Background: an optimization exercise with open tools, aiming at small area. Do not read the settings as production practice.
The RTL was checked by simulation tests, not by an equivalence proof against the original design.

<file path="design/flow/design.v">
`timescale 1ns/10ps
module QAM(clk, rst, en, Din, IFout);
input clk, rst, en;
input Din;
output reg signed [17:0] IFout;
reg ce2;           
reg sm_ctrl;       
reg swap;          
reg [1:0] spc;     
reg sm_i, sm_q;    
reg sync_i0, sync_q0, sync_i1, sync_q1;
reg [3:0] usi;     
reg [3:0] cnt;     
reg [8:0] sym_i, sym_q;  
reg [1:0] mix_cnt;
wire en0 = en & ce2;
wire en1 = sm_ctrl & ce2;
wire en2 = usi[3];
wire load = en2 & (usi[1:0] == 2'd2);
wire [1:0] d = usi[1:0] + 2'd1;    
wire neg = ~mix_cnt[1];
wire [8:0] s = mix_cnt[0] ? sym_i : sym_q;
reg [17:0] kt;
always @(*) begin
  case ({neg, cnt, d})
    7'd0: kt = 18'd221980;
    7'd1: kt = 18'd223466;
    7'd2: kt = 18'd223408;
    7'd3: kt = 18'd223466;
    7'd4: kt = 18'd221812;
    7'd5: kt = 18'd223392;
    7'd6: kt = 18'd223593;
    7'd7: kt = 18'd223733;
    7'd8: kt = 18'd221848;
    7'd9: kt = 18'd223116;
    7'd10: kt = 18'd223360;
    7'd11: kt = 18'd224011;
    7'd12: kt = 18'd222561;
    7'd13: kt = 18'd223354;
    7'd14: kt = 18'd222098;
    7'd15: kt = 18'd221419;
    7'd16: kt = 18'd220831;
    7'd17: kt = 18'd225952;
    7'd18: kt = 18'd231597;
    7'd19: kt = 18'd237377;
    7'd20: kt = 18'd239415;
    7'd21: kt = 18'd241910;
    7'd22: kt = 18'd241096;
    7'd23: kt = 18'd239975;
    7'd24: kt = 18'd237685;
    7'd25: kt = 18'd239318;
    7'd26: kt = 18'd239834;
    7'd27: kt = 18'd240213;
    7'd28: kt = 18'd238398;
    7'd29: kt = 18'd239596;
    7'd30: kt = 18'd239601;
    7'd31: kt = 18'd239937;
    7'd32: kt = 18'd238434;
    7'd33: kt = 18'd239863;
    7'd34: kt = 18'd239786;
    7'd35: kt = 18'd239863;
    7'd36: kt = 18'd238266;
    7'd37: kt = 18'd239863;
    7'd38: kt = 18'd239786;
    7'd39: kt = 18'd239863;
    7'd64: kt = 18'd254552;
    7'd65: kt = 18'd256260;
    7'd66: kt = 18'd256164;
    7'd67: kt = 18'd256260;
    7'd68: kt = 18'd254720;
    7'd69: kt = 18'd256334;
    7'd70: kt = 18'd255979;
    7'd71: kt = 18'd255993;
    7'd72: kt = 18'd254684;
    7'd73: kt = 18'd256610;
    7'd74: kt = 18'd256212;
    7'd75: kt = 18'd255715;
    7'd76: kt = 18'd253971;
    7'd77: kt = 18'd256372;
    7'd78: kt = 18'd257474;
    7'd79: kt = 18'd258307;
    7'd80: kt = 18'd255701;
    7'd81: kt = 18'd253774;
    7'd82: kt = 18'd247975;
    7'd83: kt = 18'd242349;
    7'd84: kt = 18'd237117;
    7'd85: kt = 18'd237816;
    7'd86: kt = 18'd238476;
    7'd87: kt = 18'd239751;
    7'd88: kt = 18'd238847;
    7'd89: kt = 18'd240408;
    7'd90: kt = 18'd239738;
    7'd91: kt = 18'd239513;
    7'd92: kt = 18'd238134;
    7'd93: kt = 18'd240130;
    7'd94: kt = 18'd239971;
    7'd95: kt = 18'd239789;
    7'd96: kt = 18'd238098;
    7'd97: kt = 18'd239863;
    7'd98: kt = 18'd239786;
    7'd99: kt = 18'd239863;
    7'd100: kt = 18'd238266;
    7'd101: kt = 18'd239863;
    7'd102: kt = 18'd239786;
    7'd103: kt = 18'd239863;
    default: kt = 18'd0;
  endcase
end
reg [8:0] p;
always @(*) begin
  case (d)
    2'd0: p = 9'b100101001;
    2'd1: p = 9'b000100011;
    2'd2: p = 9'b001100110;
    2'd3: p = 9'b011000100;
  endcase
end
wire [8:0] wv = ~(s ^ p ^ {9{neg}});
reg [15:0] a0;
always @(*) begin
  case (d)
    2'd0: a0 = 16'd168;
    2'd1: a0 = 16'd74;
    2'd2: a0 = 16'd185;
    2'd3: a0 = 16'd267;
  endcase
end
reg [15:0] a1;
always @(*) begin
  case (d)
    2'd0: a1 = 16'd36;
    2'd1: a1 = 16'd276;
    2'd2: a1 = 16'd233;
    2'd3: a1 = 16'd278;
  endcase
end
reg [15:0] a2;
always @(*) begin
  case (d)
    2'd0: a2 = 16'd713;
    2'd1: a2 = 16'd238;
    2'd2: a2 = 16'd1262;
    2'd3: a2 = 16'd2592;
  endcase
end
reg [15:0] a3;
always @(*) begin
  case (d)
    2'd0: a3 = 16'd1730;
    2'd1: a3 = 16'd2598;
    2'd2: a3 = 16'd9499;
    2'd3: a3 = 16'd15958;
  endcase
end
reg [15:0] a4;
always @(*) begin
  case (d)
    2'd0: a4 = 16'd18584;
    2'd1: a4 = 16'd15958;
    2'd2: a4 = 16'd9499;
    2'd3: a4 = 16'd2598;
  endcase
end
reg [15:0] a5;
always @(*) begin
  case (d)
    2'd0: a5 = 16'd1730;
    2'd1: a5 = 16'd2592;
    2'd2: a5 = 16'd1262;
    2'd3: a5 = 16'd238;
  endcase
end
reg [15:0] a6;
always @(*) begin
  case (d)
    2'd0: a6 = 16'd713;
    2'd1: a6 = 16'd278;
    2'd2: a6 = 16'd233;
    2'd3: a6 = 16'd276;
  endcase
end
reg [15:0] a7;
always @(*) begin
  case (d)
    2'd0: a7 = 16'd36;
    2'd1: a7 = 16'd267;
    2'd2: a7 = 16'd185;
    2'd3: a7 = 16'd74;
  endcase
end
reg [15:0] a8;
always @(*) begin
  case (d)
    2'd0: a8 = 16'd168;
    2'd1: a8 = 16'd0;
    2'd2: a8 = 16'd0;
    2'd3: a8 = 16'd0;
  endcase
end
wire [17:0] u = (wv[0] ? {2'd0, a0} : 18'd0) + (wv[1] ? {2'd0, a1} : 18'd0) + (wv[2] ? {2'd0, a2} : 18'd0) + (wv[3] ? {2'd0, a3} : 18'd0) + (wv[4] ? {2'd0, a4} : 18'd0) + (wv[5] ? {2'd0, a5} : 18'd0) + (wv[6] ? {2'd0, a6} : 18'd0) + (wv[7] ? {2'd0, a7} : 18'd0) + (wv[8] ? {2'd0, a8} : 18'd0);
wire [17:0] nxt = kt + {u[16:0], 1'b0};
always @(posedge clk or posedge rst) begin
	if (rst) begin
		ce2 <= 1'b0; sm_ctrl <= 1'b0; swap <= 1'b0; spc <= 2'd0;
		sm_i <= 1'b0; sm_q <= 1'b0;
		sync_i0 <= 1'b0; sync_q0 <= 1'b0; sync_i1 <= 1'b0; sync_q1 <= 1'b0;
		usi <= 4'd0; cnt <= 4'd0; sym_i <= 9'd0; sym_q <= 9'd0;
		mix_cnt <= 2'd0; IFout <= 18'd0;
	end
	else begin
		ce2 <= ~ce2;
		if (ce2) sm_ctrl <= ~sm_ctrl;
		if (en0) begin
			swap <= ~swap;
			if (!swap) spc[0] <= Din;
			else spc <= {spc[0], Din};
		end
		if (en1) begin
			sm_i <= spc[1];
			sm_q <= spc[0];
		end
		sync_i0 <= sm_i; sync_q0 <= sm_q;
		sync_i1 <= sync_i0; sync_q1 <= sync_q0;
		if (!usi[3]) begin
			if (en) usi <= usi + 4'd1;
		end
		else usi[1:0] <= usi[1:0] + 2'd1;
		if (load) begin
			sym_i <= {sym_i[7:0], sync_i1};
			sym_q <= {sym_q[7:0], sync_q1};
			if (cnt != 4'd9) cnt <= cnt + 4'd1;
		end
		if (en) mix_cnt <= mix_cnt + 2'd1;
		IFout <= nxt;
	end
end
endmodule
</file>
<file path="design/flow/run.sh">
#!/bin/bash
# synth_recipe.tcl (not shown) runs the flow's synth.tcl, then flattens the netlist and writes it again
# the make line also repeats each setting of config.mk as NAME=value (left out here)
make -C /OpenROAD-flow-scripts/flow DESIGN_CONFIG=/design/flow/config.mk WORK_HOME=/design/flow/orfs CLKGATE_MAP_FILE= SYNTH_SCRIPT=/design/flow/synth_recipe.tcl finish
</file>
<file path="design/flow/config.mk">
export PLATFORM = sky130hd
export DESIGN_NAME = QAM
export DESIGN_NICKNAME = QAM
export VERILOG_FILES = /design/flow/design.v
export SDC_FILE = /design/flow/constraint.sdc
export NUM_CORES = 4
export LEC_CHECK = 0
export CAP_MARGIN = 20
export CORE_MARGIN = 2
export CORE_UTILIZATION = 40
export SLEW_MARGIN = 20
</file>
<file path="design/flow/constraint.sdc">
create_clock -name core_clock -period 5.0 [get_ports {clk}]
set_input_delay 1.0000 -clock core_clock [delete_from_list [all_inputs] [get_ports {clk}]]
set_output_delay 1.0000 -clock core_clock [all_outputs]
set_load 0.01 [all_outputs]
</file>
==> notes.md <==
cells in the mapped netlist (3+ instances only):
| cell | count | share of area (%) |
|---|---|---|
| nand2_1 | 76 | 3.8 |
| inv_2 | 4 | 0.20 |
| a31oi_1 | 11 | 0.93 |
| ha_1 | 80 | 13 |
| o211ai_1 | 9 | 0.91 |
| o311ai_0 | 3 | 0.35 |
| a211o_1 | 3 | 0.35 |
| o21ai_0 | 51 | 3.4 |
| xor2_1 | 16 | 1.9 |
| nor2_1 | 53 | 2.7 |
| nor2b_1 | 10 | 0.84 |
| and2_1 | 23 | 1.9 |
| nand3b_1 | 3 | 0.30 |
| buf_4 | 5 | 0.51 |
| xnor2_1 | 34 | 4.0 |
| o21a_1 | 8 | 0.81 |
| a221oi_1 | 4 | 0.47 |
| a21o_1 | 10 | 1.0 |
| inv_1 | 98 | 5.0 |
| buf_2 | 18 | 1.2 |
| clkbuf_1 | 21 | 1.1 |
| o31ai_1 | 7 | 0.71 |
| nand3_1 | 11 | 0.74 |
| a211oi_1 | 17 | 1.7 |
| a21oi_1 | 50 | 3.4 |
| mux2i_1 | 15 | 2.0 |
| o21bai_1 | 4 | 0.40 |
| fa_1 | 55 | 15 |
| and3_1 | 6 | 0.51 |
| buf_1 | 3 | 0.15 |
| a311oi_1 | 5 | 0.59 |
| nand2b_1 | 8 | 0.67 |
| mux2_2 | 25 | 3.8 |
| dfrtp_1 | 57 | 19 |
| nor3_1 | 12 | 0.81 |
| nand4_1 | 3 | 0.25 |
| mux4_2 | 4 | 1.2 |
cell type report:
| cell class | count | area, µm² | share of cell area (%) |
|---|---|---|---|
| multi-input combinational | 645 | 6070 | 60.0 |
| clock buffer | 12 | 256 | 2.54 |
| clock inverter | 4 | 51.3 | 0.508 |
| tap | 229 | 287 | 2.84 |
| timing repair buffer | 198 | 1610 | 16.0 |
| sequential | 57 | 1430 | 14.2 |
| inverter | 103 | 400 | 3.96 |
path summary, 6_finish.rpt:
kind	start	to	slack, ns
worst min register to register	sync_i0$_DFF_PP0_	sync_i1$_DFF_PP0_	0.35
worst max register to register	usi[1]$_DFFE_PP0P_	IFout[16]$_DFF_PP0_	-1.37
worst max-delay path	usi[1]$_DFFE_PP0P_	IFout[16]$_DFF_PP0_	-1.37
min in group asynchronous	rst	cnt[3]$_DFFE_PP0P_	1.20
max in group asynchronous	rst	mix_cnt[0]$_DFFE_PP0P_	3.28
worst min-delay path	sync_i0$_DFF_PP0_	sync_i1$_DFF_PP0_	0.35
layer usage:
layer	up-vias	routed length [µm]	GRT usage [%]
met2	163	10000	34.5
met5	-	0	0
met1	3138	9390	31.3
met3	22	809	2.02
met4	0	364	5.95
li1	3234	-	-
kinds of logic after synthesis:
group           synth area share (%)
compound gates                  17.6
xor+xnor                        6.12
fa+ha+maj                       28.3
buf+inv                         8.14
flops                           19.2
mux                             7.03
simple gates                    13.6
through the flow:
stage / hold WS (ns) / std cells / utilization, % / setup WS (ns)
after floorplan: 0.331 / 852 / - / -1.38
after global placement: 0.334 / 1208 / 50.5 / -1.51
after detailed placement: 0.350 / 1208 / 50.5 / -1.55
after CTS: 0.362 / 1242 / 54.6 / -1.32
after global routing: 0.368 / 1248 / 55.9 / -1.63
final: 0.353 / 1248 / 55.9 / -1.37
sequential cells by signal, indices dropped and copies added, names as in the netlist:
| signal | count |
|---|---|
| swap | 1 |
| sym_q | 9 |
| sm_q | 1 |
| sm_ctrl | 1 |
| cnt | 4 |
| sync_i1 | 1 |
| sync_i0 | 1 |
| sym_i | 9 |
| sync_q0 | 1 |
| sm_i | 1 |
| ce2 | 1 |
| mix_cnt | 2 |
| usi | 4 |
| IFout | 18 |
| sync_q1 | 1 |
| spc | 2 |
repair_timing:
| action | in CTS | in global routing |
|---|---|---|
| gates resized for setup | 62 | 41 |
| endpoints found under the hold margin | 0 | 0 |
| setup endpoints to repair | 14 | 14 |
| buffers inserted | 19 | 7 |
| hold buffers | 0 | 0 |
| pin swaps | 72 | 61 |
==> impl_metrics.env <==
export IMPL_outcome="failed layout checks"
export IMPL_check_faults="negative setup slack"
export IMPL_layout_commonest_cell="buf_4"
export IMPL_syn_nets=991
export IMPL_finalSetupTns_ns=-12.28
export IMPL_fp_dieW_um=140
export IMPL_synth_area_mm2=0.00743
export IMPL_hp_class="flop to flop"
export IMPL_crit_buf_inv=5
export IMPL_fillers=1547
export IMPL_grt_overflow=0
export IMPL_setup_violations=13
export IMPL_postRouteAntennaNets=0
export IMPL_start_util_pct=41.1
export IMPL_dr_pass1_iters=5
export IMPL_synthCells=852
export IMPL_diodes=0
export IMPL_synth_edf_count=0
export IMPL_drv_cap=0
export IMPL_drc=0
export IMPL_crit_type="flop to flop"
export IMPL_io_buffers=21
export IMPL_drtIter0Drc=571
export IMPL_grt_max_degree=58
export IMPL_rsz0062_at_grt="true"
export IMPL_synthToLayoutAreaGrowth_pct=36.1
export IMPL_cts_tree="done"
export IMPL_slew_viol_final=0
export IMPL_skew_ns=0.0136
export IMPL_async_flop_share_pct=100
export IMPL_slowest_delay_ns=0.58
export IMPL_hold_depth=0
export IMPL_period_minus_slack_ns=6.37
export IMPL_worst_setup_path_end_kind="flop"
export IMPL_grt_use_total_pct=21.5
export IMPL_syn_avg_cell_area_um2=8.72
export IMPL_critical_path_top_delay_family="adder cells"
export IMPL_cp_common_cell="fa_1"
export IMPL_die_h_um=140
export IMPL_fp_dieArea_mm2=0.0197
export IMPL_slowest_stage="fa_1"
export IMPL_synth_distinct_cells=63
export IMPL_layout_common_cells="buf_4 (164), inv_1 (81), nand2_1 (69)"
export IMPL_seq_area_frac_synth_pct=19.2
export IMPL_drive_above_1_share_pct=34.3
export IMPL_ctsRootBufferMaster="clkbuf_16"
export IMPL_antenna_found_initial=0
export IMPL_synth_warnings=1
export IMPL_post_route_period_util_pct=127
export IMPL_reg2regPathDepth=25
export IMPL_path_depth=25
export IMPL_placed_cell_area_mm2=0.00913
export IMPL_clock_sinks=57
export IMPL_critPathArrivalTime_ns=6.63
export IMPL_hpwl_mm=15.4
export IMPL_cts_buffer_depth=2
export IMPL_num_rows=49
export IMPL_detail_route_wl_per_cell_um=16.5
export IMPL_worst_slew_pin_slew_ns=0.749
export IMPL_ys_dominant_reg_cell="dfrtp_1"
export IMPL_grt_pass1_vias=6411
export IMPL_synth_seq_cells=57
export IMPL_fin_nets=1153
export IMPL_cts_htree_levels=3
export IMPL_design_area_mm2=0.0101
export IMPL_fp_coreArea_mm2=0.0181
export IMPL_max_freq_mhz=157
export IMPL_numCtsBuffers=9
export IMPL_ioPinCount=22
export IMPL_slew_headroom_pct=50.1
export IMPL_routed_wl_mm=20.6
export IMPL_viasPerCell=5.25
export IMPL_crit_fanout=4
export IMPL_clk_latency_ns=0.34
export IMPL_hold_violations=0
export IMPL_cp_data_required_time_ns=5.26
export IMPL_clk_pin_slew_ns=0.05
export IMPL_vias=6557
export IMPL_startpoint_type="flop"
export IMPL_place_gp_congestion=0.909
export IMPL_finalWorstSetupSlack_ns=-1.37
export IMPL_grt_pass1_wl_mm=33.9

[port drivers added, routing unchanged]
The results above use ideal ports. As a check the final layout listed here was re-extracted and re-timed, cells and wires unchanged. Step 1 (the two cells are an assumption about what drives the block):
set clk [get_ports {clk}]
set_driving_cell -lib_cell sky130_fd_sc_hd__clkbuf_16 $clk
set_driving_cell -lib_cell sky130_fd_sc_hd__buf_2 [delete_from_list [all_inputs] $clk]
Step 2 also shifts input and output timing later by t, the mid clock arrival at the registers, as if the neighbouring blocks saw the same clock. Slacks: no drivers / after step 1 / after step 2; pairs: no drivers / after step 1.
t, ns: 0.369
setup slack, ns: -1.370 / -1.370 / -1.370
worst setup path after step 2: register to register
The setup slack of this run moves by 0.000 ns with the drivers and by 0.000 ns with both steps.
